This design comes from an exercise in tuning for small area, a short achievable clock period and few clock cycles on the open sky130 flow, not from production work. RTL that was checked went through simulation tests only; none was proved equivalent to the original. The RTL of runs 1 to 3 was laid out without a check of its function.

$ cat run.sh
#!/bin/bash
# synth_recipe.tcl (not shown) runs the flow's synth.tcl, then flattens the netlist and writes it again
# the make line also repeats each setting of config.mk as NAME=value (left out here)
make -C /OpenROAD-flow-scripts/flow DESIGN_CONFIG=/design/flow/config.mk WORK_HOME=/design/flow/orfs CLKGATE_MAP_FILE= SYNTH_SCRIPT=/design/flow/synth_recipe.tcl finish
$ cat config.mk
export PLATFORM = sky130hd
export DESIGN_NAME = code_converter_top
export DESIGN_NICKNAME = code_converter_top
export VERILOG_FILES = /design/flow/design.v
export SDC_FILE = /design/flow/constraint.sdc
export NUM_CORES = 4
export LEC_CHECK = 0
export ABC_AREA = 1
export CAP_MARGIN = 20
export CORE_MARGIN = 2
export CORE_UTILIZATION = 40
export SETUP_SLACK_MARGIN = 3.2
export SLEW_MARGIN = 20
export SYNTH_HIERARCHICAL = 1
$ cat constraint.sdc
create_clock -name core_clock -period 6.5 [get_ports {clk}]
set_input_delay 1.3000 -clock core_clock [delete_from_list [all_inputs] [get_ports {clk}]]
set_output_delay 1.3000 -clock core_clock [all_outputs]
set_load 0.01 [all_outputs]
$ cat design.v
`timescale 1ns/1ps
module bin2gray #(parameter WIDTH = 32)(
  input  wire [WIDTH-1:0] bin,
  output wire [WIDTH-1:0] gray
);
  assign gray = bin ^ (bin >> 1);
endmodule
`timescale 1ns/1ps
module gray2bin #(parameter WIDTH = 32)(
  input  wire [WIDTH-1:0] gray,
  output reg  [WIDTH-1:0] bin
);
  integer s, j;
  always @(*) begin
    bin = gray;
    for (s = 1; s < WIDTH; s = s * 2)
      for (j = 2*s-1; j < WIDTH; j = j + 2*s)
        bin[WIDTH-1-j] = bin[WIDTH-1-j] ^ bin[WIDTH-1-(j-s)];
    for (s = WIDTH / 4; s >= 1; s = s / 2)
      for (j = 3*s-1; j < WIDTH; j = j + 2*s)
        bin[WIDTH-1-j] = bin[WIDTH-1-j] ^ bin[WIDTH-1-(j-s)];
  end
endmodule
`timescale 1ns/1ps
module nibble_add #(parameter DIGITS = 10, parameter K = 3)(
  input  wire [DIGITS*4-1:0] x,
  output reg  [DIGITS*4-1:0] y
);
  integer i;
  always @(*)
    for (i = 0; i < DIGITS; i = i + 1)
      y[4*i +: 4] = x[4*i +: 4] + K[3:0];
endmodule
`timescale 1ns/1ps
module bin2bcd_dd(
  input  wire [28:0] w,
  input  wire [7:0]  p,
  output wire [39:0] o
);
  function [3:0] add3(input [3:0] d);
    begin
      add3[3] = d[3] | (d[2] & (d[1] | d[0]));
      add3[2] = (d[2] & ~d[1] & ~d[0]) | (d[3] & d[0]);
      add3[1] = (d[1] & (~d[2] | d[0])) | (d[3] & ~d[0]);
      add3[0] = (~d[3] & ~d[2] & d[0]) | (d[2] & d[1] & ~d[0]) | (d[3] & ~d[0]);
    end
  endfunction
  function [39:0] dstep(input [39:0] x, input b);
    integer i;
    reg c;
    reg [3:0] f;
    begin
      c = b;
      for (i = 0; i < 10; i = i + 1) begin
        f = add3(x[4*i +: 4]);
        dstep[4*i +: 4] = {f[2:0], c};
        c = f[3];
      end
    end
  endfunction
  function [39:0] dd8(input [39:0] x, input [7:0] p);
    integer j;
    reg [39:0] t;
    begin
      t = x;
      for (j = 7; j >= 0; j = j - 1)
        t = dstep(t, p[j]);
      dd8 = t;
    end
  endfunction
  assign o = dd8({11'd0, w}, p);
endmodule
module bin2bcd_byte(
  input  wire [7:0]  p,
  output wire [28:0] o
);
  function [3:0] add3(input [3:0] d);
    begin
      add3[3] = d[3] | (d[2] & (d[1] | d[0]));
      add3[2] = (d[2] & ~d[1] & ~d[0]) | (d[3] & d[0]);
      add3[1] = (d[1] & (~d[2] | d[0])) | (d[3] & ~d[0]);
      add3[0] = (~d[3] & ~d[2] & d[0]) | (d[2] & d[1] & ~d[0]) | (d[3] & ~d[0]);
    end
  endfunction
  function [39:0] dstep(input [39:0] x, input b);
    integer i;
    reg c;
    reg [3:0] f;
    begin
      c = b;
      for (i = 0; i < 10; i = i + 1) begin
        f = add3(x[4*i +: 4]);
        dstep[4*i +: 4] = {f[2:0], c};
        c = f[3];
      end
    end
  endfunction
  function [39:0] dd8(input [39:0] x, input [7:0] p);
    integer j;
    reg [39:0] t;
    begin
      t = x;
      for (j = 7; j >= 0; j = j - 1)
        t = dstep(t, p[j]);
      dd8 = t;
    end
  endfunction
  wire [39:0] t = dd8(40'd0, p);
  assign o = t[28:0];
endmodule
`timescale 1ns/1ps
module bcd2bin_v3(
  input  wire [11:0] d,
  output wire [10:0] v
);
  function [10:0] m100(input [3:0] x);
    begin
      case (x)
        4'd0:  m100 = 11'd0;    4'd1:  m100 = 11'd100;
        4'd2:  m100 = 11'd200;  4'd3:  m100 = 11'd300;
        4'd4:  m100 = 11'd400;  4'd5:  m100 = 11'd500;
        4'd6:  m100 = 11'd600;  4'd7:  m100 = 11'd700;
        4'd8:  m100 = 11'd800;  4'd9:  m100 = 11'd900;
        4'd10: m100 = 11'd1000; 4'd11: m100 = 11'd1100;
        4'd12: m100 = 11'd1200; 4'd13: m100 = 11'd1300;
        4'd14: m100 = 11'd1400; default: m100 = 11'd1500;
      endcase
    end
  endfunction
  function [7:0] m10(input [3:0] x);
    begin
      case (x)
        4'd0:  m10 = 8'd0;    4'd1:  m10 = 8'd10;
        4'd2:  m10 = 8'd20;   4'd3:  m10 = 8'd30;
        4'd4:  m10 = 8'd40;   4'd5:  m10 = 8'd50;
        4'd6:  m10 = 8'd60;   4'd7:  m10 = 8'd70;
        4'd8:  m10 = 8'd80;   4'd9:  m10 = 8'd90;
        4'd10: m10 = 8'd100;  4'd11: m10 = 8'd110;
        4'd12: m10 = 8'd120;  4'd13: m10 = 8'd130;
        4'd14: m10 = 8'd140;  default: m10 = 8'd150;
      endcase
    end
  endfunction
  assign v = m100(d[11:8]) + {3'd0, m10(d[7:4])} + {7'd0, d[3:0]};
endmodule
module bcd2bin_horner(
  input  wire [20:0] a,
  input  wire [10:0] p,
  output wire [30:0] o
);
  function [63:0] csa(input [31:0] x, input [31:0] y, input [31:0] z);
    begin
      csa = {((x & y) | (x & z) | (y & z)) << 1, x ^ y ^ z};
    end
  endfunction
  wire [63:0] s1 = csa({1'b0, a, 10'd2}, ~{7'd0, a, 4'd0}, ~{8'd0, a, 3'd0});
  wire [63:0] s2 = csa(s1[31:0], s1[63:32], {21'd0, p});
  wire [31:0] t  = s2[31:0] + s2[63:32];
  assign o = t[30:0];
endmodule
module bcd2bin_last(
  input  wire [30:0] a,
  input  wire [3:0]  d,
  output wire [31:0] o
);
  assign o = {a, 1'b0} + {a[28:0], 3'b000} + {28'd0, d};
endmodule
`timescale 1ns/1ps
module code_converter_top #(
  parameter WIDTH  = 32,
  parameter DIGITS = 10
)(
  input  wire                   clk,
  input  wire                   rst,
  input  wire                   start,
  input  wire [2:0]             opcode,
  input  wire [WIDTH-1:0]       bin_in,
  input  wire [WIDTH-1:0]       gray_in,
  input  wire [DIGITS*4-1:0]    bcd_in,
  input  wire [DIGITS*4-1:0]    ex3_in,
  output reg  [WIDTH-1:0]       bin_out,
  output reg  [WIDTH-1:0]       gray_out,
  output reg  [DIGITS*4-1:0]    bcd_out,
  output reg  [DIGITS*4-1:0]    ex3_out,
  output wire                   busy,
  output wire                   done
);
  reg       mid, last;
  reg       isb2d;   
  reg [1:0] ph;
  wire op_multi = (opcode[2:1] == 2'b01);
  assign done = last | (start & ~op_multi);
  assign busy = mid;
  always @(posedge clk or posedge rst) begin
    if (rst) begin
      mid   <= 1'b0;
      last  <= 1'b0;
      isb2d <= 1'b0;
      ph    <= 2'd0;
    end else if (mid) begin
      ph   <= ph + 2'd1;
      mid  <= (ph != 2'd1);
      last <= (ph == 2'd1);
    end else if (last) begin
      last <= 1'b0;
    end else if (start & op_multi) begin
      mid   <= 1'b1;
      isb2d <= ~opcode[0];
      ph    <= 2'd0;
    end
  end
  reg [28:0] W;    
  reg [7:0]  P;    
  reg [30:0] A;    
  reg [10:0] Q;    
  wire [39:0] dd_run;
  wire [28:0] dd_first;
  bin2bcd_dd   u_dd  (.w(W), .p(P), .o(dd_run));
  bin2bcd_byte u_dd0 (.p(bin_in[31:24]), .o(dd_first));
  wire [10:0] a_first, q_next;
  wire [30:0] acc;
  wire [31:0] b2d;
  bcd2bin_v3     u_v3a (.d(bcd_in[39:28]), .v(a_first));
  bcd2bin_v3     u_v3q (.d(mid ? bcd_in[15:4] : bcd_in[27:16]), .v(q_next));
  bcd2bin_horner u_hor (.a(A[20:0]), .p(Q), .o(acc));
  bcd2bin_last   u_lst (.a(A), .d(Q[3:0]), .o(b2d));
  always @(posedge clk) begin
    if (mid & ph[0]) Q <= {7'd0, bcd_in[3:0]};
    else             Q <= q_next;
    if (mid) begin
      W <= dd_run[28:0];
      P <= ph[0] ? bin_in[7:0] : bin_in[15:8];
      A <= acc;
    end else begin
      W <= dd_first;
      P <= bin_in[23:16];
      A <= {20'd0, a_first};
    end
  end
  wire [WIDTH-1:0]    gray_c, bin_c;
  wire [DIGITS*4-1:0] ex3_c, bcd_c;
  bin2gray #(WIDTH) u_b2g (.bin(bin_in), .gray(gray_c));
  gray2bin #(WIDTH) u_g2b (.gray(gray_in), .bin(bin_c));
  nibble_add #(DIGITS, 3)  u_b2e (.x(bcd_in), .y(ex3_c));
  nibble_add #(DIGITS, 13) u_e2b (.x(ex3_in), .y(bcd_c));
  always @(posedge clk or posedge rst) begin
    if (rst) begin
      bin_out  <= {WIDTH{1'b0}};
      gray_out <= {WIDTH{1'b0}};
      bcd_out  <= {DIGITS*4{1'b0}};
      ex3_out  <= {DIGITS*4{1'b0}};
    end else begin
      if (start & (opcode == 3'd0)) gray_out <= gray_c;
      if (start & (opcode == 3'd1)) bin_out <= bin_c;
      else if (last & ~isb2d)      bin_out <= b2d;
      if (start & (opcode == 3'd5)) bcd_out <= bcd_c;
      else if (last & isb2d)       bcd_out <= dd_run;
      if (start & (opcode == 3'd4)) ex3_out <= ex3_c;
    end
  end
endmodule
==> out/qor.txt, run 1 <==
Status -> no timing/DRC/antenna violations
CP max stage delay -> 220 ps
Floorplan core area -> 64230 um^2
Period Utilization, post-route -> 0.4971
Setup Skew -> 29.25 ps
Commonest non-fill, non-tap cell in the layout -> nand2_1
R2R cell count -> 25
Worst R2R Setup Slack -> 3280 ps
Fin. Hold Viols -> 0
EDFF count, synth -> 0
Antenna viol nets, final -> 0
Die Ht -> 258.3 um
CP max-delay cell -> clkdlybuf4s15_2
Placer Congestion -> 0.9059
Initial Util -> 0.4026
FF-to-FF End -> bcd_out[21]
Flops & latches, synth -> 228
All-Layer GR Usage -> 0.2215
Num Clock Sinks -> 228
Slew HR -> 0.3617
Worst-path cell chain -> buf_2, inv_1, o21ai_1, nand2_1, clkdlybuf4s15_2
Worst hold path cell count -> 2
Num CTS Buffers -> 30
Post-Synth Simple-Gate Area -> 0.4736
FP Rows -> 93
Grt ovf -> 0
WL/cell -> 13.79 um
Placed insts -> 5475
IO buf count -> 295
Mapped Cells -> 4400
Hold Path Class -> reg2reg
Initial antenna violation count -> 8
DRT Pass-1 Iters -> 5
CP arrival -> 1930 ps
Adder-cell share of the synthesized area -> 0.1068
Final HPWL DP -> 59320 um
Maximum clock rate -> 309.5 MHz
Asr flop ratio synth -> 0.6535
Worst-Margin Slew -> 957.4 ps
Setup TNS -> 0 ps
Type of destination of the critical path -> output pin
Vias -> 26602
Critical Path Fanout Max -> 3
CTS tree -> built
NumNets Final -> 5058
Worst-path clk slew -> 60 ps
CTS root buf -> clkbuf_16
Ports -> 296
Layout cells sized above 1 -> 0.1571
Synth unique cells -> 55
CP Data Required Time -> 5200 ps
CP delay by family, top -> buffers and inverters
Yosys warnings -> 14
Synth Flop Type -> dfrtp_1
Main combinational cell family by area after synthesis -> simple AND/OR/NAND/NOR gates
Synth Area in Compound Gates -> 0.05022
DRC -> 0
Max clock buf depth -> 3
Commonest cells after routing, fill and taps aside -> 1735 x nand2_1, 640 x inv_1, 412 x nand3_1
Post-synthesis mux area share -> 0
Post-CTS Hold Fix Bufs -> 0
Final setup violation count -> 0
Die width -> 258.3 um
Area grow syn2layout -> 25.11%
Syn avg cell area -> 5.878 um^2
CP Class -> in2out
Routed vias/inst -> 4.764
Sink of the worst hold path -> gray_out[12]
Worst skew pair latency -> 610 ps
Slew Limit Fails -> 0
Layout Cells excl Fill -> 5584
Vias in the first global route -> 24704
DIE AREA -> 66710 um^2
RSZ-0062 raised after global routing -> yes
Synthesized area -> 25860 um^2
CP Buf/Inv Count -> 3
DRT iter0 DRCs -> 1367
Seq/Total Area, Yosys -> 0.2053
Hold path start -> gray_out[12]
H-tree depth -> 1
Largest net degree at the start of global routing -> 150
CP startpoint kind -> input pin
Crit Reg-Reg Startpoint -> W[12]
MaxCap Viol Count -> 0
Xor and xnor area share after synthesis -> 0.03725
Tmin final -> 3231 ps
First-pass GRT wire length -> 123200 um
Final wirelength -> 77030 um
[cell families after synthesis]
group / Yosys count
other: 2
AND/OR/NAND/NOR: 2846
AO/OA/AOI/OAI: 213
flip-flops: 228
XOR/XNOR: 99
adder cells (fa/ha/maj): 204
buffers and inverters: 808
[state kept, by name (all words and copies together) (netlist names)]
signal,cells
A,31
bcd_out,40
ph,2
isb2d,1
gray_out,32
bin_out,32
P,8
mid,1
ex3_out,40
W,29
Q,11
last,1
[Yosys stat by module (local to each module, per instance), excerpt]
module | cells inside | flops+latches
code_converter_top | 1322 | 228
bin2bcd_byte | 121 | 0
bcd2bin_last | 482 | 0
bcd2bin_horner | 559 | 0
bcd2bin_v3 | 120 | 0
bin2bcd_dd | 1170 | 0
[metal layers]
metal | wire, um | vias to the layer above | GRT usage
li1 | - | 14072 | -
met1 | 35340 | 11971 | 0.2927
met2 | 35890 | 443 | 0.3768
met3 | 4137 | 104 | 0.03981
met4 | 1581 | 12 | 0.04817
met5 | 82 | - | 0
[through the flow]
step                      hold WS [ps]    util  cell area, um^2  setup slack (ps)
final                            471.7  0.5038            32360              3269
after global routing             484.6  0.5037            32350              3019
after CTS                        477.8  0.4758            30560              3135
after detailed placement         460.9  0.4595            29520              2417
after global placement           454.5  0.4592            29500              2448
after floorplan                  471.4       -            25990              3210
[synth_stat cells, types with 3 or more instances]
| cell type | instances | area (um^2) |
|---|---|---|
| nand2_1 | 1874 | 7034 |
| inv_1 | 653 | 2451 |
| nand3_1 | 454 | 2272 |
| nor2_1 | 245 | 919.6 |
| ha_1 | 176 | 2202 |
| dfrtp_1 | 149 | 3729 |
| nand2_2 | 106 | 663.1 |
| dfxtp_1 | 79 | 1582 |
| a21oi_1 | 77 | 385.4 |
| buf_2 | 57 | 285.3 |
| o21ai_0 | 54 | 270.3 |
| xor2_1 | 53 | 464.2 |
| inv_2 | 44 | 165.2 |
| nand4_1 | 41 | 256.5 |
| nor2_2 | 39 | 244.0 |
| xnor2_1 | 38 | 332.8 |
| buf_4 | 35 | 262.8 |
| nand3_2 | 31 | 310.3 |
| fa_1 | 28 | 560.5 |
| o21ai_1 | 27 | 135.1 |
| o21ai_2 | 20 | 175.2 |
| nor2_4 | 16 | 180.2 |
| a21oi_2 | 12 | 105.1 |
| nand2_4 | 11 | 123.9 |
| o21bai_1 | 11 | 82.58 |
| clkbuf_1 | 8 | 30.03 |
| nand3b_1 | 7 | 52.55 |
| nor3_1 | 7 | 35.03 |
| buf_6 | 4 | 45.04 |
| xor2_2 | 4 | 65.06 |
| buf_1 | 3 | 11.26 |
| nand3b_2 | 3 | 33.78 |
| nor3_2 | 3 | 30.03 |
| or2_2 | 3 | 18.77 |
[worst max path at each step]
stage	start	to	cells after the start
after floorplan	bcd_in[24]	Q[10]	19
after global placement	bcd_in[9]	Q[9]	18
after detailed placement	bcd_in[9]	Q[9]	18
after CTS	opcode[1]	done	5
after global routing	W[1]	bcd_out[17]	24
final	opcode[1]	done	5
[worst register-to-register path: stages, from the launching register on]
cell,delay [ps]
dfxtp_4,380
inv_2,70
nand2_1,100
nand2_2,80
nand2_4,110
nand2_2,90
nand2_1,90
nand2_2,90
buf_4,160
a21oi_4,200
nand2_2,110
a21oi_4,240
buf_4,160
nand2_2,70
nand3_4,140
nor2_1,70
nor2_2,250
nor2_2,90
nor2_4,120
inv_2,50
nand2_1,90
nand3_2,110
nand2_2,90
nand2_1,50
nand2_1,80
nand2_1,50
[timing repair]
| item | in CTS | in global routing |
|---|---|---|
| resized for setup | 29 | 428 |
| buffers inserted | 4 | 47 |
| pin swaps | 8 | 115 |
| setup endpoints to repair | 15 | 88 |
[layout make-up]
type	instances	area [um^2]
clock buffer	35	800.8
timing repair buffer	361	3476
sequential	228	5366
antenna	1	2.502
multi-input combinational	3382	18800
fill	6804	31870
tap	855	1070
inverter	701	2659
clock inverter	21	180.2
==> run 2: changes to the inputs <==
--- a/design.v
+++ b/design.v
@@ -72,4 +72,5 @@
 endmodule
-module bin2bcd_byte(
-  input  wire [7:0]  p,
+module bin2bcd_first(
+  input  wire [23:0] b,
+  output wire [1:0]  z,
   output wire [28:0] o
@@ -107,2 +108,4 @@
   endfunction
+  assign z = (b[23:16] != 8'd0) ? 2'd0 : (b[15:8] != 8'd0) ? 2'd1 : 2'd2;
+  wire [7:0]  p = (z == 2'd0) ? b[23:16] : (z == 2'd1) ? b[15:8] : b[7:0];
   wire [39:0] t = dd8(40'd0, p);
@@ -145,23 +148,18 @@
 endmodule
-module bcd2bin_horner(
-  input  wire [20:0] a,
-  input  wire [10:0] p,
-  output wire [30:0] o
-);
-  function [63:0] csa(input [31:0] x, input [31:0] y, input [31:0] z);
-    begin
-      csa = {((x & y) | (x & z) | (y & z)) << 1, x ^ y ^ z};
-    end
-  endfunction
-  wire [63:0] s1 = csa({1'b0, a, 10'd2}, ~{7'd0, a, 4'd0}, ~{8'd0, a, 3'd0});
-  wire [63:0] s2 = csa(s1[31:0], s1[63:32], {21'd0, p});
-  wire [31:0] t  = s2[31:0] + s2[63:32];
-  assign o = t[30:0];
-endmodule
-module bcd2bin_last(
-  input  wire [30:0] a,
-  input  wire [3:0]  d,
-  output wire [31:0] o
-);
-  assign o = {a, 1'b0} + {a[28:0], 3'b000} + {28'd0, d};
+module bcd2bin_first(
+  input  wire [27:0] d,
+  output wire [1:0]  z,
+  output wire [10:0] a
+);
+  assign z = (d[27:24] != 4'd0) ? 2'd0 : (d[23:12] != 12'd0) ? 2'd1 : 2'd2;
+  wire [10:0] v;
+  bcd2bin_v3 u_v (.d((z == 2'd1) ? d[23:12] : d[11:0]), .v(v));
+  assign a = (z == 2'd0) ? {7'd0, d[27:24]} : v;
+endmodule
+module bcd2bin_group(
+  input  wire [35:0] d,
+  input  wire [1:0]  k,
+  output wire [10:0] v
+);
+  bcd2bin_v3 u_v (.d((k == 2'd1) ? d[35:24] : (k == 2'd2) ? d[23:12] : d[11:0]), .v(v));
 endmodule
@@ -187,5 +185,49 @@
 );
+  function [3:0] add3(input [3:0] d);
+    begin
+      add3[3] = d[3] | (d[2] & (d[1] | d[0]));
+      add3[2] = (d[2] & ~d[1] & ~d[0]) | (d[3] & d[0]);
+      add3[1] = (d[1] & (~d[2] | d[0])) | (d[3] & ~d[0]);
+      add3[0] = (~d[3] & ~d[2] & d[0]) | (d[2] & d[1] & ~d[0]) | (d[3] & ~d[0]);
+    end
+  endfunction
+  function [39:0] dstep(input [39:0] x, input b);
+    integer i;
+    reg c;
+    reg [3:0] f;
+    begin
+      c = b;
+      for (i = 0; i < 10; i = i + 1) begin
+        f = add3(x[4*i +: 4]);
+        dstep[4*i +: 4] = {f[2:0], c};
+        c = f[3];
+      end
+    end
+  endfunction
+  function [39:0] dd8(input [39:0] x, input [7:0] p);
+    integer j;
+    reg [39:0] t;
+    begin
+      t = x;
+      for (j = 7; j >= 0; j = j - 1)
+        t = dstep(t, p[j]);
+      dd8 = t;
+    end
+  endfunction
+  function [63:0] csa(input [31:0] x, input [31:0] y, input [31:0] z);
+    begin
+      csa = {((x & y) | (x & z) | (y & z)) << 1, x ^ y ^ z};
+    end
+  endfunction
+  function [31:0] horner(input [23:0] a, input [10:0] p);
+    reg [63:0] s1, s2;
+    begin
+      s1 = csa({a[21:0], 10'd2}, ~{4'd0, a, 4'd0}, ~{5'd0, a, 3'd0});
+      s2 = csa(s1[31:0], s1[63:32], {21'd0, p});
+      horner = s2[31:0] + s2[63:32];
+    end
+  endfunction
   reg       mid, last;
   reg       isb2d;   
-  reg [1:0] ph;
+  reg [1:0] idx;
   wire op_multi = (opcode[2:1] == 2'b01);
@@ -193,2 +235,10 @@
   assign busy = mid;
+  wire [1:0]  z2, z3;
+  wire [28:0] w0;
+  wire [10:0] a0, qn;
+  bin2bcd_first u_f2 (.b(bin_in[31:8]), .z(z2), .o(w0));
+  bcd2bin_first u_f3 (.d(bcd_in[39:12]), .z(z3), .a(a0));
+  wire [1:0] z = opcode[0] ? z3 : z2;
+  wire [1:0] k = (mid ? idx : z) + 2'd1;
+  bcd2bin_group u_q (.d(bcd_in[35:0]), .k(k), .v(qn));
   always @(posedge clk or posedge rst) begin
@@ -198,7 +248,9 @@
       isb2d <= 1'b0;
-      ph    <= 2'd0;
+      idx   <= 2'd0;
     end else if (mid) begin
-      ph   <= ph + 2'd1;
-      mid  <= (ph != 2'd1);
-      last <= (ph == 2'd1);
+      idx <= idx + 2'd1;
+      if (idx == 2'd2) begin
+        mid  <= 1'b0;
+        last <= 1'b1;
+      end
     end else if (last) begin
@@ -206,5 +258,6 @@
     end else if (start & op_multi) begin
-      mid   <= 1'b1;
       isb2d <= ~opcode[0];
-      ph    <= 2'd0;
+      idx   <= z + 2'd1;
+      if (z == 2'd2) last <= 1'b1;
+      else           mid  <= 1'b1;
     end
@@ -213,26 +266,15 @@
   reg [7:0]  P;    
-  reg [30:0] A;    
+  reg [23:0] A;    
   reg [10:0] Q;    
-  wire [39:0] dd_run;
-  wire [28:0] dd_first;
-  bin2bcd_dd   u_dd  (.w(W), .p(P), .o(dd_run));
-  bin2bcd_byte u_dd0 (.p(bin_in[31:24]), .o(dd_first));
-  wire [10:0] a_first, q_next;
-  wire [30:0] acc;
-  wire [31:0] b2d;
-  bcd2bin_v3     u_v3a (.d(bcd_in[39:28]), .v(a_first));
-  bcd2bin_v3     u_v3q (.d(mid ? bcd_in[15:4] : bcd_in[27:16]), .v(q_next));
-  bcd2bin_horner u_hor (.a(A[20:0]), .p(Q), .o(acc));
-  bcd2bin_last   u_lst (.a(A), .d(Q[3:0]), .o(b2d));
+  wire [39:0] dd_run = dd8({11'd0, W}, P);
+  wire [31:0] acc    = horner(A, Q);
   always @(posedge clk) begin
-    if (mid & ph[0]) Q <= {7'd0, bcd_in[3:0]};
-    else             Q <= q_next;
+    P <= (k == 2'd1) ? bin_in[23:16] : (k == 2'd2) ? bin_in[15:8] : bin_in[7:0];
+    Q <= qn;
     if (mid) begin
       W <= dd_run[28:0];
-      P <= ph[0] ? bin_in[7:0] : bin_in[15:8];
-      A <= acc;
+      A <= acc[23:0];
     end else begin
-      W <= dd_first;
-      P <= bin_in[23:16];
-      A <= {20'd0, a_first};
+      W <= w0;
+      A <= {13'd0, a0};
     end
@@ -254,3 +296,3 @@
       if (start & (opcode == 3'd1)) bin_out <= bin_c;
-      else if (last & ~isb2d)      bin_out <= b2d;
+      else if (last & ~isb2d)      bin_out <= acc;
       if (start & (opcode == 3'd5)) bcd_out <= bcd_c;
==> flow/run.sh (new file) <==
#!/bin/bash
# The standard flow (standard.sh), except that the port buffers are plain
# buffers instead of the delay cells buffer_ports picks by default.
set -euo pipefail
export BUFFER_PORTS_ARGS="-buffer_cell sky130_fd_sc_hd__buf_2"
bash standard.sh > standard.log 2>&1
==> standard.sh (new file) <==
#!/bin/bash
# synth_recipe.tcl (not shown) runs the flow's synth.tcl, then flattens the netlist and writes it again
# the make line also repeats each setting of config.mk as NAME=value (left out here)
make -C /OpenROAD-flow-scripts/flow DESIGN_CONFIG=/design/flow/config.mk WORK_HOME=/design/flow/orfs CLKGATE_MAP_FILE= SYNTH_SCRIPT=/design/flow/synth_recipe.tcl "${@:-finish}"
--- a/config.mk
+++ b/config.mk
@@ -11,3 +11,3 @@
 export CORE_UTILIZATION = 40
-export SETUP_SLACK_MARGIN = 3.2
+export SETUP_SLACK_MARGIN = 2.8
 export SLEW_MARGIN = 20
removed: run.sh
==> out/qor.txt, run 2 <==
DIE AREA -> 56510 um^2 (was 66710 um^2)
Vias -> 21776 (was 26602)
Max clock buf depth -> 3 (unchanged)
Status -> no timing/DRC/antenna violations (unchanged)
Synth Flop Type -> dfrtp_1 (unchanged)
All-Layer GR Usage -> 0.2274 (was 0.2215)
Initial Util -> 0.4052 (was 0.4026)
Final wirelength -> 66060 um (was 77030 um)
Antenna viol nets, final -> 0 (unchanged)
Largest net degree at the start of global routing -> 150 (unchanged)
Area occupied by multi-input gates -> 15310 um^2 (was 18800 um^2)
CP Class -> in2reg (was in2out)
CTS root buf -> clkbuf_16 (unchanged)
Fin. Hold Viols -> 0 (unchanged)
Ant diodes -> 0 (was 1)
Commonest cells after routing, fill and taps aside -> 1077 x nand2_1, 429 x inv_1, 297 x nand3_1 (was 1735 x nand2_1, 640 x inv_1, 412 x nand3_1)
CP arrival -> 4820 ps (was 1930 ps)
Synthesized area -> 21850 um^2 (was 25860 um^2)
Routed vias/inst -> 4.888 (was 4.764)
Placed insts -> 4306 (was 5475)
FP Rows -> 85 (was 93)
WL/cell -> 14.83 um (was 13.79 um)
Num CTS Buffers -> 30 (unchanged)
Ports -> 296 (unchanged)
DRC -> 0 (unchanged)
Area grow syn2layout -> 22.60% (was 25.11%)
Most numerous cell in the Yosys netlist -> nand2_1 (unchanged)
DRT iter0 DRCs -> 1111 (was 1367)
RSZ-0062 raised after global routing -> yes (unchanged)
First-pass GRT wire length -> 104600 um (was 123200 um)
Period Utilization, post-route -> 0.6615 (was 0.4971)
Setup Skew -> 17.65 ps (was 29.25 ps)
FILL cells -> 5333 (was 6804)
Setup TNS -> 0 ps (unchanged)
Slew HR -> 0.3926 (was 0.3617)
Seq/Total Area, Yosys -> 0.2366 (was 0.2053)
Num Clock Sinks -> 221 (was 228)
Largest cells by area after synthesis -> nand2_1 19%, dfrtp_1 17%, inv_1 7.8%, nand3_1 7.1%, ha_1 6.9% (was nand2_1 27%, dfrtp_1 14%, inv_1 9.5%, nand3_1 8.8%, ha_1 8.5%)
Slew Limit Fails -> 0 (unchanged)
CTS tree -> built (unchanged)
IO buf count -> 295 (unchanged)
Type of destination of the critical path -> flop (was output pin)
Commonest non-fill, non-tap cell in the layout -> nand2_1 (unchanged)
Worst-Margin Slew -> 909.0 ps (was 957.4 ps)
R2R cell count -> 21 (was 25)
Synth unique cells -> 67 (was 55)
Placer Congestion -> 0.8761 (was 0.9059)
Final HPWL DP -> 50700 um (was 59320 um)
Worst hold path cell count -> 2 (unchanged)
Worst-path clk slew -> 60 ps (about the same)
Commonest cells in the netlist -> 1112 x nand2_1, 454 x inv_1, 309 x nand3_1 (was 1874 x nand2_1, 653 x inv_1, 454 x nand3_1)
FF/Latch Area -> 5185 um^2 (was 5366 um^2)
Floorplan core area -> 53920 um^2 (was 64230 um^2)
Yosys warnings -> 12 (was 14)
Maximum clock rate -> 232.6 MHz (was 309.5 MHz)
CP startpoint kind -> input pin (unchanged)
Final setup violation count -> 0 (unchanged)
Critical Path Fanout Max -> 6 (was 3)
Die Ht -> 237.7 um (was 258.3 um)
Cell accounting for the most synthesized area -> nand2_1 (unchanged)
Layout Cells excl Fill -> 4455 (was 5584)
Layout cells sized above 1 -> 0.2522 (was 0.1571)
Mapped Cells -> 3359 (was 4400)
Flops & latches, synth -> 221 (was 228)
Initial antenna violation count -> 1 (was 8)
Die width -> 237.7 um (was 258.3 um)
Hold Path Class -> reg2reg (unchanged)
CP Data Required Time -> 7020 ps (was 5200 ps)
Worst skew pair latency -> 580 ps (was 610 ps)
Top flop regs -> bcd_out: 40 flops, ex3_out: 40 flops (unchanged)
H-tree depth -> 1 (unchanged)
EDFF count, synth -> 0 (unchanged)
NumNets Final -> 4035 (was 5058)
DRT Pass-1 Iters -> 5 (unchanged)
Grt ovf -> 0 (unchanged)
Syn avg cell area -> 6.505 um^2 (was 5.878 um^2)
Asr flop ratio synth -> 0.6742 (was 0.6535)
Vias in the first global route -> 20394 (was 24704)
Tmin final -> 4300 ps (was 3231 ps)
Post-CTS Hold Fix Bufs -> 0 (unchanged)
Synth top area share -> 0.1910 (was 0.2720)
MaxCap Viol Count -> 0 (unchanged)
[run 2: cell types whose count changed after synthesis, sizes merged, moves of 15 or more]
cell | previous run | this run
inv | 697 | 505
clkbuf | 8 | 27
o21ai | 102 | 153
nand2 | 1992 | 1206
buf | 99 | 45
a22o | 0 | 21
nand4 | 41 | 24
ha | 176 | 121
a21oi | 91 | 121
o211ai | 0 | 30
nand3 | 487 | 336
mux2 | 0 | 72
xor2 | 59 | 44
[run 2: worst paths after layout]
path	startpoint	endpoint	slack, ps
worst max-delay path	bin_in[24]	Q[10]	2200
worst min-delay path	Q[0]	A[0]	460
worst max register to register	A[6]	bin_out[27]	2890
worst min register to register	Q[0]	A[0]	460
max in group asynchronous	rst	bcd_out[21]	4840
min in group asynchronous	rst	ex3_out[31]	970
[run 2: cells by family after synthesis]
kind of cell	synth area share
and+or+nand+nor	0.3735
AOI/OAI and AO/OA	0.1069
xor gates and xnor gates	0.04169
other	0.0001716
adders and majority gates	0.09586
buffers and inverters	0.1077
DFF	0.2366
muxes	0.03757
[run 2: through the flow]
stage	util	worst slack (ps)	hold slack [ps]	area (um^2)
after global routing	0.4968	2021	463.1	26790
after detailed placement	0.4499	1009	452.3	24260
final	0.4968	2200	460.9	26790
after floorplan	-	1836	426.6	22230
after CTS	0.4846	2326	462.6	26130
after global placement	0.4499	1035	444.1	24260
[run 2: layer usage]
metal / vias up / share of wire / global-route usage / wire length [um]
met2: 451 / 0.47 / 0.3892 / 30730
met3: 104 / 0.046 / 0.03077 / 3010
li1: 11382 / - / - / -
met5: - / 0 / 0 / 0
met4: 0 / 0.024 / 0.05584 / 1614
met1: 9839 / 0.46 / 0.3022 / 30710
[run 2: layout make-up]
cell class                      count  area share
Timing Repair inverter              1   0.0002335
Clock buffer                       47     0.03419
Sequential cell                   221      0.1936
Timing Repair Buffer              396     0.09113
Inverter                          509     0.07380
Clock inverter                      9    0.003176
Multi-Input combinational cell   2576      0.5714
Tap cell                          696     0.03251
[run 2: what timing repair did]
item	4_1_cts	5_1_grt
buffers inserted	54	36
resized for setup	139	89
cloned	1	2
endpoints found under the hold margin	0	0
setup endpoints to repair	27	26
pin swaps	68	59
[run 2: per-module statistics from Yosys (local to each module, per instance), a selection]
module	area, um^2	cells	copies in the design
bcd2bin_group	510.5	94	1
bcd2bin_v3	785.8	119	2
code_converter_top	15800	2253	1
bcd2bin_first	371.6	81	1
bin2bcd_first	922.1	187	1
[run 2: critical path, stage by stage]
cell and delay [ps]:
buf_8 100, nor2_4 100, nand2_2 80, nor2_4 160, nand2_2 100, inv_4 90, mux2i_4 70, o21ai_2 180
inv_2 70, ha_4 350, buf_6 160, nand3_4 80, nand3_4 90, nand2_4 90, inv_4 70, ha_4 190
o21ai_2 120, xor2_1 200, ha_1 290, ha_4 320, nand2_4 60, nor2_4 120, nor2_4 60, nor2_4 120
nand2_2 70, nand2_1 60, nand2_1 40, nand2_1 70
==> run 3: changes to the inputs <==
--- a/config.mk
+++ b/config.mk
@@ -13,2 +13 @@
 export SLEW_MARGIN = 20
-export SYNTH_HIERARCHICAL = 1
==> out/qor.txt, run 3 <==
Status -> no timing/DRC/antenna violations (unchanged)
FILL cells -> 4626 (was 5333)
Final HPWL DP -> 45950 um (was 50700 um)
Type of destination of the critical path -> flop (unchanged)
Synthesized area -> 19170 um^2 (was 21850 um^2)
Top flop regs -> bcd_out: 40 flops, ex3_out: 40 flops (unchanged)
Synth unique cells -> 60 (was 67)
Grt ovf -> 0 (unchanged)
Initial Util -> 0.4033 (was 0.4052)
Mapped Cells -> 2826 (was 3359)
Area occupied by multi-input gates -> 13180 um^2 (was 15310 um^2)
Most numerous cell in the Yosys netlist -> nand2_1 (unchanged)
Worst R2R Setup Slack -> 2640 ps (was 2890 ps)
R2R cell count -> 21 (unchanged)
Seq/Total Area, Yosys -> 0.2696 (was 0.2366)
Max clock buf depth -> 3 (unchanged)
Antenna viol nets, final -> 0 (unchanged)
Vias in the first global route -> 18920 (was 20394)
H-tree depth -> 1 (unchanged)
Asr flop ratio synth -> 0.6742 (unchanged)
Slew Limit Fails -> 0 (unchanged)
Synth top area share -> 0.1945 (was 0.1910)
DRT Pass-1 Iters -> 5 (unchanged)
DIE AREA -> 49700 um^2 (was 56510 um^2)
Tmin final -> 4699 ps (was 4300 ps)
Sink of the worst hold path -> gray_out[18] (was A[0])
Layout cells sized above 1 -> 0.2339 (was 0.2522)
Commonest non-fill, non-tap cell in the layout -> nand2_1 (unchanged)
Maximum clock rate -> 212.8 MHz (was 232.6 MHz)
Final Util -> 0.5056 (was 0.4968)
EDFF count, synth -> 0 (unchanged)
Largest cells by area after synthesis -> dfrtp_1 19%, nand2_1 16%, ha_1 8.2%, dfxtp_1 7.5%, inv_1 6.6% (was nand2_1 19%, dfrtp_1 17%, inv_1 7.8%, nand3_1 7.1%, ha_1 6.9%)
Worst hold path cell count -> 2 (unchanged)
CP max-delay cell -> ha_1 (was ha_4)
Fin. Hold Viols -> 0 (unchanged)
CP Class -> in2reg (unchanged)
DRC -> 0 (unchanged)
Num CTS Buffers -> 29 (was 30)
Ant diodes -> 0 (unchanged)
Routed vias/inst -> 5.087 (was 4.888)
All-Layer GR Usage -> 0.2378 (was 0.2274)
RSZ-0062 raised after global routing -> yes (unchanged)
Num Clock Sinks -> 221 (unchanged)
Commonest cells in the netlist -> 800 x nand2_1, 337 x inv_1, 225 x nor2_1 (was 1112 x nand2_1, 454 x inv_1, 309 x nand3_1)
MaxCap Viol Count -> 0 (unchanged)
Flops & latches, synth -> 221 (unchanged)
Final wirelength -> 60150 um (was 66060 um)
FF-to-FF End -> Q[9] (was bin_out[27])
Slew HR -> 0.3810 (was 0.3926)
Setup Skew -> 15.53 ps (was 17.65 ps)
Setup TNS -> 0 ps (unchanged)
Worst-Margin Slew -> 928.4 ps (was 909.0 ps)
Ports -> 296 (unchanged)
WL/cell -> 15.67 um (was 14.83 um)
Area grow syn2layout -> 25.37% (was 22.60%)
Yosys warnings -> 6 (was 12)
DRT iter0 DRCs -> 1163 (was 1111)
CP arrival -> 5190 ps (was 4820 ps)
Worst skew pair latency -> 570 ps (was 580 ps)
Period Utilization, post-route -> 0.7229 (was 0.6615)
Vias -> 19525 (was 21776)
CP startpoint kind -> input pin (unchanged)
FF/Latch Area -> 5179 um^2 (was 5185 um^2)
Commonest cells after routing, fill and taps aside -> 785 x nand2_1, 311 x inv_1, 289 x buf_2 (was 1077 x nand2_1, 429 x inv_1, 297 x nand3_1)
Critical Path Most Common Cell -> ha_4 (was nor2_4)
Syn avg cell area -> 6.785 um^2 (was 6.505 um^2)
Floorplan core area -> 47550 um^2 (was 53920 um^2)
Crit Reg-Reg Startpoint -> mid (was A[6])
CP Data Required Time -> 7000 ps (was 7020 ps)
IO buf count -> 295 (unchanged)
Critical Path Fanout Max -> 6 (unchanged)
Cell accounting for the most synthesized area -> dfrtp_1 (was nand2_1)
Worst-path clk slew -> 60 ps (about the same)
Placer Congestion -> 0.8857 (was 0.8761)
CP max stage delay -> 280 ps (was 350 ps)
First-pass GRT wire length -> 96460 um (was 104600 um)
Die width -> 222.9 um (was 237.7 um)
Post-CTS Hold Fix Bufs -> 0 (unchanged)
FP Rows -> 80 (was 85)
CTS root buf -> clkbuf_16 (unchanged)
NumNets Final -> 3505 (was 4035)
Synth Flop Type -> dfrtp_1 (unchanged)
CTS tree -> built (unchanged)
Hold Path Class -> reg2reg (unchanged)
Final setup violation count -> 0 (unchanged)
Hold path start -> gray_out[18] (was Q[0])
Largest net degree at the start of global routing -> 150 (unchanged)
Die Ht -> 222.9 um (was 237.7 um)
Initial antenna violation count -> 1 (unchanged)
[run 3: cell count changes after synthesis, moves of 18 or more]
cell,change
nor2_1,-22
buf_4,-26
nand2_1,-312
nand3_1,-100
nand2_2,-56
clkbuf_1,+21
xnor2_1,+18
mux2_2,-72
xor2_1,+46
o21ai_0,+103
inv_1,-117
[run 3: per-layer routing]
layer / global-route usage / vias to the layer above / part of all wire
met5: 0 / - / 0
met4: 0.05477 / 0 / 0.020
met3: 0.02739 / 80 / 0.049
met2: 0.4111 / 487 / 0.47
met1: 0.3182 / 9062 / 0.46
li1: - / 9896 / -
[run 3: worst max-delay path, delay by kind of cell]
kind	cells	cell delay (ps)
buffers and inverters	6	670
adder cells (fa/ha/maj)	5	1070
AO/OA/AOI/OAI	8	1040
XOR/XNOR	2	320
AND/OR/NAND/NOR	8	780
[run 3: what timing repair did]
item | 4_1_cts | 5_1_grt
endpoints found under the setup margin | 35 | 43
pin swaps | 40 | 71
buffers inserted | 51 | 35
gates cloned | 1 | 0
hold endpoints to repair | 0 | 0
gates resized for setup | 107 | 117
[run 3: cell type report]
cell class / count / area share
clock inverter: 11 / 0.008172
clock buffer: 43 / 0.03618
tap: 615 / 0.03201
multi-input combinational: 2173 / 0.5483
sequential: 221 / 0.2154
timing repair buffer: 395 / 0.09817
inverter: 380 / 0.06178
[run 3: how the worst max path moves through the flow]
stage	end	slack, ps	from	depth (start not counted)
after floorplan	Q[9]	1200	bcd_in[25]	29
after global placement	Q[9]	550	bcd_in[25]	27
after detailed placement	Q[10]	450	bcd_in[25]	28
after CTS	Q[9]	1800	bcd_in[25]	26
after global routing	Q[9]	1590	bcd_in[24]	27
final	Q[9]	1800	bcd_in[25]	29
[run 3: cell families (layout without fill, tap and decap cells)]
group                      count (synthesis)  count (layout)  synth area share
adders and majority gates                155             155            0.1125
muxes                                      1               1         0.0005221
AOI/OAI and AO/OA                        504             504            0.1571
DFF                                      221             221            0.2696
and+or+nand+nor                         1354            1355            0.2972
buffers and inverters                    433             829           0.08496
xor gates and xnor gates                 158             158           0.07805
[run 3: metrics by stage]
step | hold WS, ps | std cells | worst slack (ps) | area [um^2]
floorplan | 428.6 | 2826 | 1200 | 19390
global placement | 451.3 | 3697 | 551.3 | 21510
detailed placement | 461.1 | 3697 | 447.5 | 21510
CTS | 476.8 | 3803 | 1801 | 23320
global route | 491.3 | 3838 | 1586 | 24040
finish | 475.8 | 3838 | 1801 | 24040
==> run 4: changes to the inputs <==
--- a/design.v
+++ b/design.v
@@ -108,4 +108,5 @@
   endfunction
-  assign z = (b[23:16] != 8'd0) ? 2'd0 : (b[15:8] != 8'd0) ? 2'd1 : 2'd2;
-  wire [7:0]  p = (z == 2'd0) ? b[23:16] : (z == 2'd1) ? b[15:8] : b[7:0];
+  wire       n0 = (b[23:16] != 8'd0), n1 = (b[15:8] != 8'd0);
+  assign z = n0 ? 2'd0 : n1 ? 2'd1 : 2'd2;
+  wire [7:0]  p = b[23:16] | ({8{~n0}} & (b[15:8] | {8{~n1}} & b[7:0]));
   wire [39:0] t = dd8(40'd0, p);
@@ -146,20 +147,39 @@
   endfunction
-  assign v = m100(d[11:8]) + {3'd0, m10(d[7:4])} + {7'd0, d[3:0]};
+  wire [10:0] x = m100(d[11:8]);
+  wire [10:0] y = {3'd0, m10(d[7:4])};
+  wire [10:0] w = {7'd0, d[3:0]};
+  wire [10:0] s = x ^ y ^ w;
+  wire [10:0] c = {(x[9:0] & y[9:0]) | (x[9:0] & w[9:0]) | (y[9:0] & w[9:0]), 1'b0};
+  reg [10:0] g, p, g2, p2;
+  integer l, i;
+  always @(*) begin
+    g = s & c;
+    p = s ^ c;
+    for (l = 1; l < 11; l = l * 2) begin
+      g2 = g;
+      p2 = p;
+      for (i = 0; i < 11; i = i + 1)
+        if (i & l) begin
+          g2[i] = g[i] | (p[i] & g[(i & ~(l - 1)) - 1]);
+          p2[i] = p[i] & p[(i & ~(l - 1)) - 1];
+        end
+      g = g2;
+      p = p2;
+    end
+  end
+  assign v = s ^ c ^ {g[9:0], 1'b0};
 endmodule
-module bcd2bin_first(
-  input  wire [27:0] d,
+module bcd2bin_groups(
+  input  wire [39:0] d,
   output wire [1:0]  z,
-  output wire [10:0] a
-);
-  assign z = (d[27:24] != 4'd0) ? 2'd0 : (d[23:12] != 12'd0) ? 2'd1 : 2'd2;
-  wire [10:0] v;
-  bcd2bin_v3 u_v (.d((z == 2'd1) ? d[23:12] : d[11:0]), .v(v));
-  assign a = (z == 2'd0) ? {7'd0, d[27:24]} : v;
-endmodule
-module bcd2bin_group(
-  input  wire [35:0] d,
-  input  wire [1:0]  k,
-  output wire [10:0] v
+  output wire [10:0] a,
+  output wire [10:0] v1,
+  output wire [10:0] v2,
+  output wire [10:0] v3
 );
-  bcd2bin_v3 u_v (.d((k == 2'd1) ? d[35:24] : (k == 2'd2) ? d[23:12] : d[11:0]), .v(v));
+  bcd2bin_v3 u_v1 (.d(d[35:24]), .v(v1));
+  bcd2bin_v3 u_v2 (.d(d[23:12]), .v(v2));
+  bcd2bin_v3 u_v3 (.d(d[11:0]),  .v(v3));
+  assign z = (d[39:36] != 4'd0) ? 2'd0 : (d[35:24] != 12'd0) ? 2'd1 : 2'd2;
+  assign a = (z == 2'd0) ? {7'd0, d[39:36]} : (z == 2'd1) ? v1 : v2;
 endmodule
@@ -237,8 +257,7 @@
   wire [28:0] w0;
-  wire [10:0] a0, qn;
-  bin2bcd_first u_f2 (.b(bin_in[31:8]), .z(z2), .o(w0));
-  bcd2bin_first u_f3 (.d(bcd_in[39:12]), .z(z3), .a(a0));
+  wire [10:0] a0, v1, v2, v3;
+  bin2bcd_first  u_f2 (.b(bin_in[31:8]), .z(z2), .o(w0));
+  bcd2bin_groups u_f3 (.d(bcd_in), .z(z3), .a(a0), .v1(v1), .v2(v2), .v3(v3));
   wire [1:0] z = opcode[0] ? z3 : z2;
   wire [1:0] k = (mid ? idx : z) + 2'd1;
-  bcd2bin_group u_q (.d(bcd_in[35:0]), .k(k), .v(qn));
   always @(posedge clk or posedge rst) begin
@@ -272,3 +291,3 @@
     P <= (k == 2'd1) ? bin_in[23:16] : (k == 2'd2) ? bin_in[15:8] : bin_in[7:0];
-    Q <= qn;
+    Q <= (k == 2'd1) ? v1 : (k == 2'd2) ? v2 : v3;
     if (mid) begin
--- a/config.mk
+++ b/config.mk
@@ -13 +13,2 @@
 export SLEW_MARGIN = 20
+export SYNTH_HIERARCHICAL = 1
==> out/qor.txt, run 4 <==
CP arrival -> 4040 ps (was 5190 ps)
R2R cell count -> 17 (was 21)
Vias -> 21075 (was 19525)
Setup Skew -> 17.96 ps (was 15.53 ps)
Floorplan core area -> 54880 um^2 (was 47550 um^2)
CTS root buf -> clkbuf_16 (unchanged)
Final HPWL DP -> 46770 um (was 45950 um)
Die width -> 239.3 um (was 222.9 um)
Flops & latches, synth -> 221 (unchanged)
Cell accounting for the most synthesized area -> nand2_1 (was dfrtp_1)
CP Data Required Time -> 6970 ps (was 7000 ps)
IO buf count -> 295 (unchanged)
Max clock buf depth -> 3 (unchanged)
Status -> no timing/DRC/antenna violations (unchanged)
Setup TNS -> 0 ps (unchanged)
Synth top area share -> 0.1837 (was 0.1945)
Initial antenna violation count -> 1 (unchanged)
Largest net degree at the start of global routing -> 136 (was 150)
Antenna viol nets, final -> 0 (unchanged)
Layout cells sized above 1 -> 0.2087 (was 0.2339)
Post-DP Area -> 24280 um^2 (was 21510 um^2)
NumNets Final -> 3953 (was 3505)
Worst-path cell chain -> inv_1, fa_1, inv_1, fa_1, inv_1, ha_1, a21oi_1, a21boi_2, o21ai_2, a21boi_2, o21ai_2, a21oi_2, o21ai_2, a21oi_1, o21ai_0, o21bai_1, nand2_1
DRC -> 0 (unchanged)
CP max-delay cell -> fa_1 (was ha_1)
Worst-Margin Slew -> 1169 ps (was 928.4 ps)
Ports -> 296 (unchanged)
H-tree depth -> 1 (unchanged)
CP startpoint kind -> flop (was input pin)
Worst path depth -> 17 (was 29)
DRT iter0 DRCs -> 965 (was 1163)
CP delay by family, top -> compound AO/OA/AOI/OAI gates (was adder cells)
Slew HR -> 0.2207 (was 0.3810)
Synth Flop Type -> dfrtp_1 (unchanged)
WL/cell -> 13.40 um (was 15.67 um)
First-pass GRT wire length -> 94630 um (was 96460 um)
Largest cells by area after synthesis -> nand2_1 18%, dfrtp_1 17%, ha_1 7.7%, inv_1 7.2%, dfxtp_1 6.5% (was dfrtp_1 19%, nand2_1 16%, ha_1 8.2%, dfxtp_1 7.5%, inv_1 6.6%)
Maximum clock rate -> 279.9 MHz (was 212.8 MHz)
Top flop regs -> bcd_out: 40 flops, ex3_out: 40 flops (unchanged)
FP Rows -> 86 (was 80)
Yosys warnings -> 12 (was 6)
Period Utilization, post-route -> 0.5496 (was 0.7229)
Placer Congestion -> 0.8679 (was 0.8857)
Fin. Hold Viols -> 0 (unchanged)
Grt ovf -> 0 (unchanged)
DIE AREA -> 57260 um^2 (was 49700 um^2)
Slew Limit Fails -> 0 (unchanged)
Worst R2R Setup Slack -> 2930 ps (was 2640 ps)
Final Util -> 0.4651 (was 0.5056)
Commonest cells after routing, fill and taps aside -> 1082 x nand2_1, 418 x inv_1, 293 x buf_2 (was 785 x nand2_1, 311 x inv_1, 289 x buf_2)
Final setup violation count -> 0 (unchanged)
Critical Path Fanout Max -> 5 (was 6)
DRT Pass-1 Iters -> 5 (unchanged)
Crit Reg-Reg Startpoint -> A[7] (was mid)
Crit. Startpoint -> A[7] (was bcd_in[25])
Routed vias/inst -> 4.837 (was 5.087)
Mapped Cells -> 3346 (was 2826)
CP Class -> reg2reg (was in2reg)
Worst skew pair latency -> 600 ps (was 570 ps)
CP max stage delay -> 500 ps (was 280 ps)
RSZ-0062 raised after global routing -> yes (unchanged)
Area grow syn2layout -> 15.26% (was 25.37%)
FF-to-FF End -> bin_out[29] (was Q[9])
Post-CTS Hold Fix Bufs -> 0 (unchanged)
CP endpoint -> bin_out[29] (was Q[9])
Die Ht -> 239.3 um (was 222.9 um)
Placed insts -> 4298 (was 3697)
EDFF count, synth -> 0 (unchanged)
Layout Cells excl Fill -> 4357 (was 3838)
Tmin final -> 3572 ps (was 4699 ps)
Type of destination of the critical path -> flop (unchanged)
Commonest non-fill, non-tap cell in the layout -> nand2_1 (unchanged)
Fin area -> 25520 um^2 (was 24040 um^2)
Vias in the first global route -> 19396 (was 18920)
Final wirelength -> 58390 um (was 60150 um)
Num Clock Sinks -> 221 (unchanged)
Commonest cells in the netlist -> 1084 x nand2_1, 422 x inv_1, 283 x nand3_1 (was 800 x nand2_1, 337 x inv_1, 225 x nor2_1)
Num CTS Buffers -> 29 (unchanged)
CTS tree -> built (unchanged)
Syn avg cell area -> 6.618 um^2 (was 6.785 um^2)
Seq/Total Area, Yosys -> 0.2335 (was 0.2696)
Synth unique cells -> 59 (was 60)
Asr flop ratio synth -> 0.6742 (unchanged)
Worst-path clk slew -> 60 ps (about the same)
MaxCap Viol Count -> 0 (unchanged)
CP Buf/Inv Count -> 3 (was 6)
Initial Util -> 0.4035 (was 0.4033)
All-Layer GR Usage -> 0.1996 (was 0.2378)
Hold Path Class -> reg2reg (unchanged)
Synthesized area -> 22140 um^2 (was 19170 um^2)
Most numerous cell in the Yosys netlist -> nand2_1 (unchanged)
[run 4: how the worst min path moves through the flow]
stage,start,to,slack (ps),cells after the start
floorplan,Q[0],A[0],430,2
global placement,bcd_out[30],bcd_out[30],460,2
detailed placement,bcd_out[30],bcd_out[30],470,2
CTS,bcd_out[30],bcd_out[30],480,2
global route,bin_out[28],bin_out[28],500,2
finish,bcd_out[30],bcd_out[30],480,2
[run 4: area by class of cell]
cell class,instances,area (um^2)
clock buffer,42,844.6
clock inverter,12,158.9
fill,5734,29350
antenna,1,2.502
sequential,221,5180
tap,704,880.8
multi-input combinational,2586,15030
timing repair buffer,308,1604
inverter,483,1827
[run 4: cell families (layout without fill, tap and decap cells)]
family,count (synthesis),in the layout,share of synthesized area
xor gates and xnor gates,97,97,0.04271
adders and majority gates,174,174,0.1112
AOI/OAI and AO/OA,375,375,0.1055
buffers and inverters,557,845,0.1003
muxes,73,73,0.03706
DFF,221,221,0.2335
and+or+nand+nor,1848,1848,0.3696
other,1,20,0.0001693
[run 4: timing repair]
item                       CTS  global route
pin swaps                    0            12
gates resized for setup     15            34
setup buffers                0             3
setup endpoints to repair   26            31
[run 4: per-stage QoR]
step	hold WS (ps)	setup WS [ps]
3_5_place_dp	467.0	1737
2_1_floorplan	426.6	2810
3_3_place_gp	462.2	1861
4_1_cts	480.8	2795
6_report	481.5	2928
5_1_grt	500.5	2671
[run 4: routing by layer]
layer / part of all wire / vias up / wire [um] / track usage
li1: - / 11198 / - / -
met1: 0.47 / 9510 / 27730 / 0.2653
met2: 0.47 / 304 / 27360 / 0.3436
met3: 0.037 / 63 / 2136 / 0.02697
met4: 0.020 / 0 / 1164 / 0.04413
met5: 0 / - / 0 / 0
[run 4: tightest hold or removal path, stage by stage (launching register included)]
cell and delay (ps):
dfrtp_1 340, nand2_1 50, nand2_1 60
[run 4: per-module statistics from Yosys (local to each module, per instance), excerpt]
module,copies in the design,cell area (um^2),cells
code_converter_top,1,16000,2298
bin2bcd_first,1,958.4,177
bcd2bin_v3,3,718.2,102
bcd2bin_groups,1,360.3,59
Testbench counts of run 4, summed over its fixed seeds: cycles 5,632.
==> run 5: changes to the inputs <==
--- a/config.mk
+++ b/config.mk
@@ -13,2 +13 @@
 export SLEW_MARGIN = 20
-export SYNTH_HIERARCHICAL = 1
==> out/qor.txt, run 5 <==
Seq/Total Area, Yosys -> 0.2621 (was 0.2335)
CP Data Required Time -> 6950 ps (was 6970 ps)
FF/Latch Area -> 5176 um^2 (was 5180 um^2)
Die Ht -> 226.1 um (was 239.3 um)
Critical Path Fanout Max -> 5 (unchanged)
Fin area -> 23330 um^2 (was 25520 um^2)
Period Utilization, post-route -> 0.5462 (was 0.5496)
Final HPWL DP -> 46590 um (was 46770 um)
RSZ-0062 raised after global routing -> yes (unchanged)
Layout cells sized above 1 -> 0.1962 (was 0.2087)
Num Clock Sinks -> 221 (unchanged)
Area grow syn2layout -> 18.29% (was 15.26%)
Antenna viol nets, final -> 0 (unchanged)
DIE AREA -> 51110 um^2 (was 57260 um^2)
Largest net degree at the start of global routing -> 150 (was 136)
Vias in the first global route -> 18992 (was 19396)
DRT iter0 DRCs -> 953 (was 965)
DRT Pass-1 Iters -> 8 (was 5)
FP Rows -> 81 (was 86)
Grt ovf -> 0 (unchanged)
Commonest cells after routing, fill and taps aside -> 861 x nand2_1, 329 x inv_1, 288 x buf_2 (was 1082 x nand2_1, 418 x inv_1, 293 x buf_2)
Synth top area share -> 0.1890 (was 0.1837)
Synth unique cells -> 57 (was 59)
Slew Limit Fails -> 0 (unchanged)
Setup TNS -> 0 ps (unchanged)
Commonest non-fill, non-tap cell in the layout -> nand2_1 (unchanged)
Type of destination of the critical path -> flop (unchanged)
Cell accounting for the most synthesized area -> dfrtp_1 (was nand2_1)
Initial antenna violation count -> 3 (was 1)
Ports -> 296 (unchanged)
Final setup violation count -> 0 (unchanged)
Synthesized area -> 19730 um^2 (was 22140 um^2)
Final wirelength -> 58750 um (was 58390 um)
Worst skew pair latency -> 600 ps (about the same)
Hold Path Class -> reg2reg (unchanged)
All-Layer GR Usage -> 0.2272 (was 0.1996)
Largest cells by area after synthesis -> dfrtp_1 19%, nand2_1 16%, ha_1 8.9%, dfxtp_1 7.3%, inv_1 6.6% (was nand2_1 18%, dfrtp_1 17%, ha_1 7.7%, inv_1 7.2%, dfxtp_1 6.5%)
Most numerous cell in the Yosys netlist -> nand2_1 (unchanged)
CTS root buf -> clkbuf_16 (unchanged)
Syn avg cell area -> 6.777 um^2 (was 6.618 um^2)
CTS tree -> built (unchanged)
Maximum clock rate -> 281.7 MHz (was 279.9 MHz)
Floorplan core area -> 48850 um^2 (was 54880 um^2)
Top flop regs -> bcd_out: 40 flops, ex3_out: 40 flops (unchanged)
Fin. Hold Viols -> 0 (unchanged)
Initial Util -> 0.4038 (was 0.4035)
Num CTS Buffers -> 28 (was 29)
Synth Flop Type -> dfrtp_1 (unchanged)
DRC -> 0 (unchanged)
WL/cell -> 15.10 um (was 13.40 um)
CP arrival -> 4000 ps (was 4040 ps)
NumNets Final -> 3533 (was 3953)
FILL cells -> 5000 (was 5734)
CP startpoint kind -> input pin (was flop)
Max clock buf depth -> 3 (unchanged)
Worst-path clk slew -> 60 ps (about the same)
CP Class -> in2reg (was reg2reg)
IO buf count -> 295 (unchanged)
Placer Congestion -> 0.9437 (was 0.8679)
First-pass GRT wire length -> 94500 um (was 94630 um)
EDFF count, synth -> 0 (unchanged)
Asr flop ratio synth -> 0.6742 (unchanged)
Area occupied by multi-input gates -> 13220 um^2 (was 15030 um^2)
Worst-Margin Slew -> 1064 ps (was 1169 ps)
Tmin final -> 3550 ps (was 3572 ps)
Yosys warnings -> 6 (was 12)
Setup Skew -> 52.82 ps (was 17.96 ps)
Die width -> 226.1 um (was 239.3 um)
Ant diodes -> 0 (was 1)
Routed vias/inst -> 5.031 (was 4.837)
Status -> no timing/DRC/antenna violations (unchanged)
Final Util -> 0.4777 (was 0.4651)
Post-DP Area -> 22090 um^2 (was 24280 um^2)
Vias -> 19575 (was 21075)
Slew HR -> 0.2906 (was 0.2207)
Flops & latches, synth -> 221 (unchanged)
H-tree depth -> 1 (unchanged)
Mapped Cells -> 2911 (was 3346)
Commonest cells in the netlist -> 865 x nand2_1, 349 x inv_1, 218 x nand3_1 (was 1084 x nand2_1, 422 x inv_1, 283 x nand3_1)
MaxCap Viol Count -> 0 (unchanged)
-- run 5: changes by cell type in the layout (fill, tap and decap cells not counted), sizes merged, moves of 19 or more --
cell	delta
o21ai	+93
inv	-84
xor2	+30
nand2	-259
xnor2	+25
mux2	-72
nand3	-86
a21oi	-24
nor2	-59
conb	-19
o22ai	+19
-- run 5: final cells by class --
type / count / area share
timing repair buffer: 316 / 0.07164
sequential: 221 / 0.2218
multi-input combinational: 2239 / 0.5666
tap: 664 / 0.03561
clock buffer: 38 / 0.03207
clock inverter: 14 / 0.006327
inverter: 399 / 0.06596
-- run 5: cells by family (layout without fill, tap and decap cells) --
| logic type | after synthesis | in the layout | synth area share |
|---|---|---|---|
| AO/OA/AOI/OAI | 482 | 482 | 0.1462 |
| XOR/XNOR | 150 | 150 | 0.07002 |
| adder cells (fa/ha/maj) | 178 | 178 | 0.1274 |
| buffers and inverters | 451 | 767 | 0.08620 |
| flip-flops | 221 | 221 | 0.2621 |
| AND/OR/NAND/NOR | 1429 | 1429 | 0.3081 |
-- run 5: final timing paths --
| path | startpoint | endpoint | slack, ps | cells past startpoint |
|---|---|---|---|---|
| setup / recovery | bcd_in[17] | A[9] | 2950 | 17 |
| hold / removal | gray_out[20] | gray_out[20] | 470 | 2 |
| setup reg to reg | A[1] | bin_out[25] | 3000 | 22 |
| hold reg to reg | gray_out[20] | gray_out[20] | 470 | 2 |
| max in group asynchronous | rst | bcd_out[8] | 4710 | 3 |
| min in group asynchronous | rst | bcd_out[39] | 830 | 3 |
-- run 5: per-layer routing --
metal / global-route usage / part of all wire / up-vias / routed length [um]
met2: 0.3998 / 0.48 / 426 / 28120
li1: - / - / 9985 / -
met1: 0.2927 / 0.45 / 9079 / 26550
met4: 0.05390 / 0.023 / 6 / 1333
met5: 0 / 0.00061 / - / 36
met3: 0.03266 / 0.046 / 79 / 2700
-- run 5: repair_timing --
action                                  CTS  global route
endpoints found under the hold margin     0             0
hold buffers                              0             0
endpoints found under the setup margin   36            37
buffers inserted                          1             9
resized for setup                        13            80
pin swaps                                 0            25
-- run 5: metrics by stage --
stage / instances / hold slack (ps) / worst slack, ps
floorplan: 2911 / 428.6 / 2694
global placement: 3829 / 454.4 / 1856
detailed placement: 3829 / 458.4 / 1836
CTS: 3882 / 477.4 / 2801
global route: 3891 / 504.6 / 2757
finish: 3891 / 474.2 / 2950
-- run 5: worst max-delay path, cell delays in order --
cell	delay [ps]
clkbuf_4	160
inv_4	50
ha_4	230
o21ai_2	130
xor2_1	160
ha_1	260
ha_1	280
nand2_1	80
o21ai_2	80
a21o_1	190
a21oi_2	130
inv_1	80
fa_2	380
xnor2_2	240
nand2_1	80
nand3_1	80
o22ai_1	90

-- static timing again, ports no longer ideal --
The flow's constraints put no driver on any port. The routed layouts listed below were extracted and timed again, unchanged, in two steps.
Step 1 (the two cells are an assumption about what drives the block):
set clk [get_ports {clk}]
set_driving_cell -lib_cell sky130_fd_sc_hd__clkbuf_16 $clk
set_driving_cell -lib_cell sky130_fd_sc_hd__buf_2 [delete_from_list [all_inputs] $clk]
Step 2 moves the port delays by t, midway between the first and last clock arrival at a register: inputs arrive t later, outputs are due t later. That takes back most of the time a late clock gives input paths.
Three values: no drivers, after step 1, after step 2; two values: the first two.
run	t, ns	slack for setup (ns)	worst hold slack (ns)	worst slew at a driven data input, ns
run 1	0.653	3.269 / 3.239 / 2.738	0.472 / 0.472 / 0.472	0.09
run 2	0.633	2.200 / 2.205 / 1.572	0.461 / 0.461 / 0.461	0.08
run 3	0.615	1.801 / 1.819 / 1.203	0.476 / 0.476 / 0.476	0.07
run 4	0.649	2.928 / 2.928 / 2.348	0.481 / 0.481 / 0.481	0.07
run 5	0.629	2.950 / 2.978 / 2.349	0.474 / 0.474 / 0.474	0.09
After both steps every run listed still meets setup and hold. For run 2, which loses most, drivers alone change the setup slack by +0.005 ns; drivers and shift together by -0.628 ns.
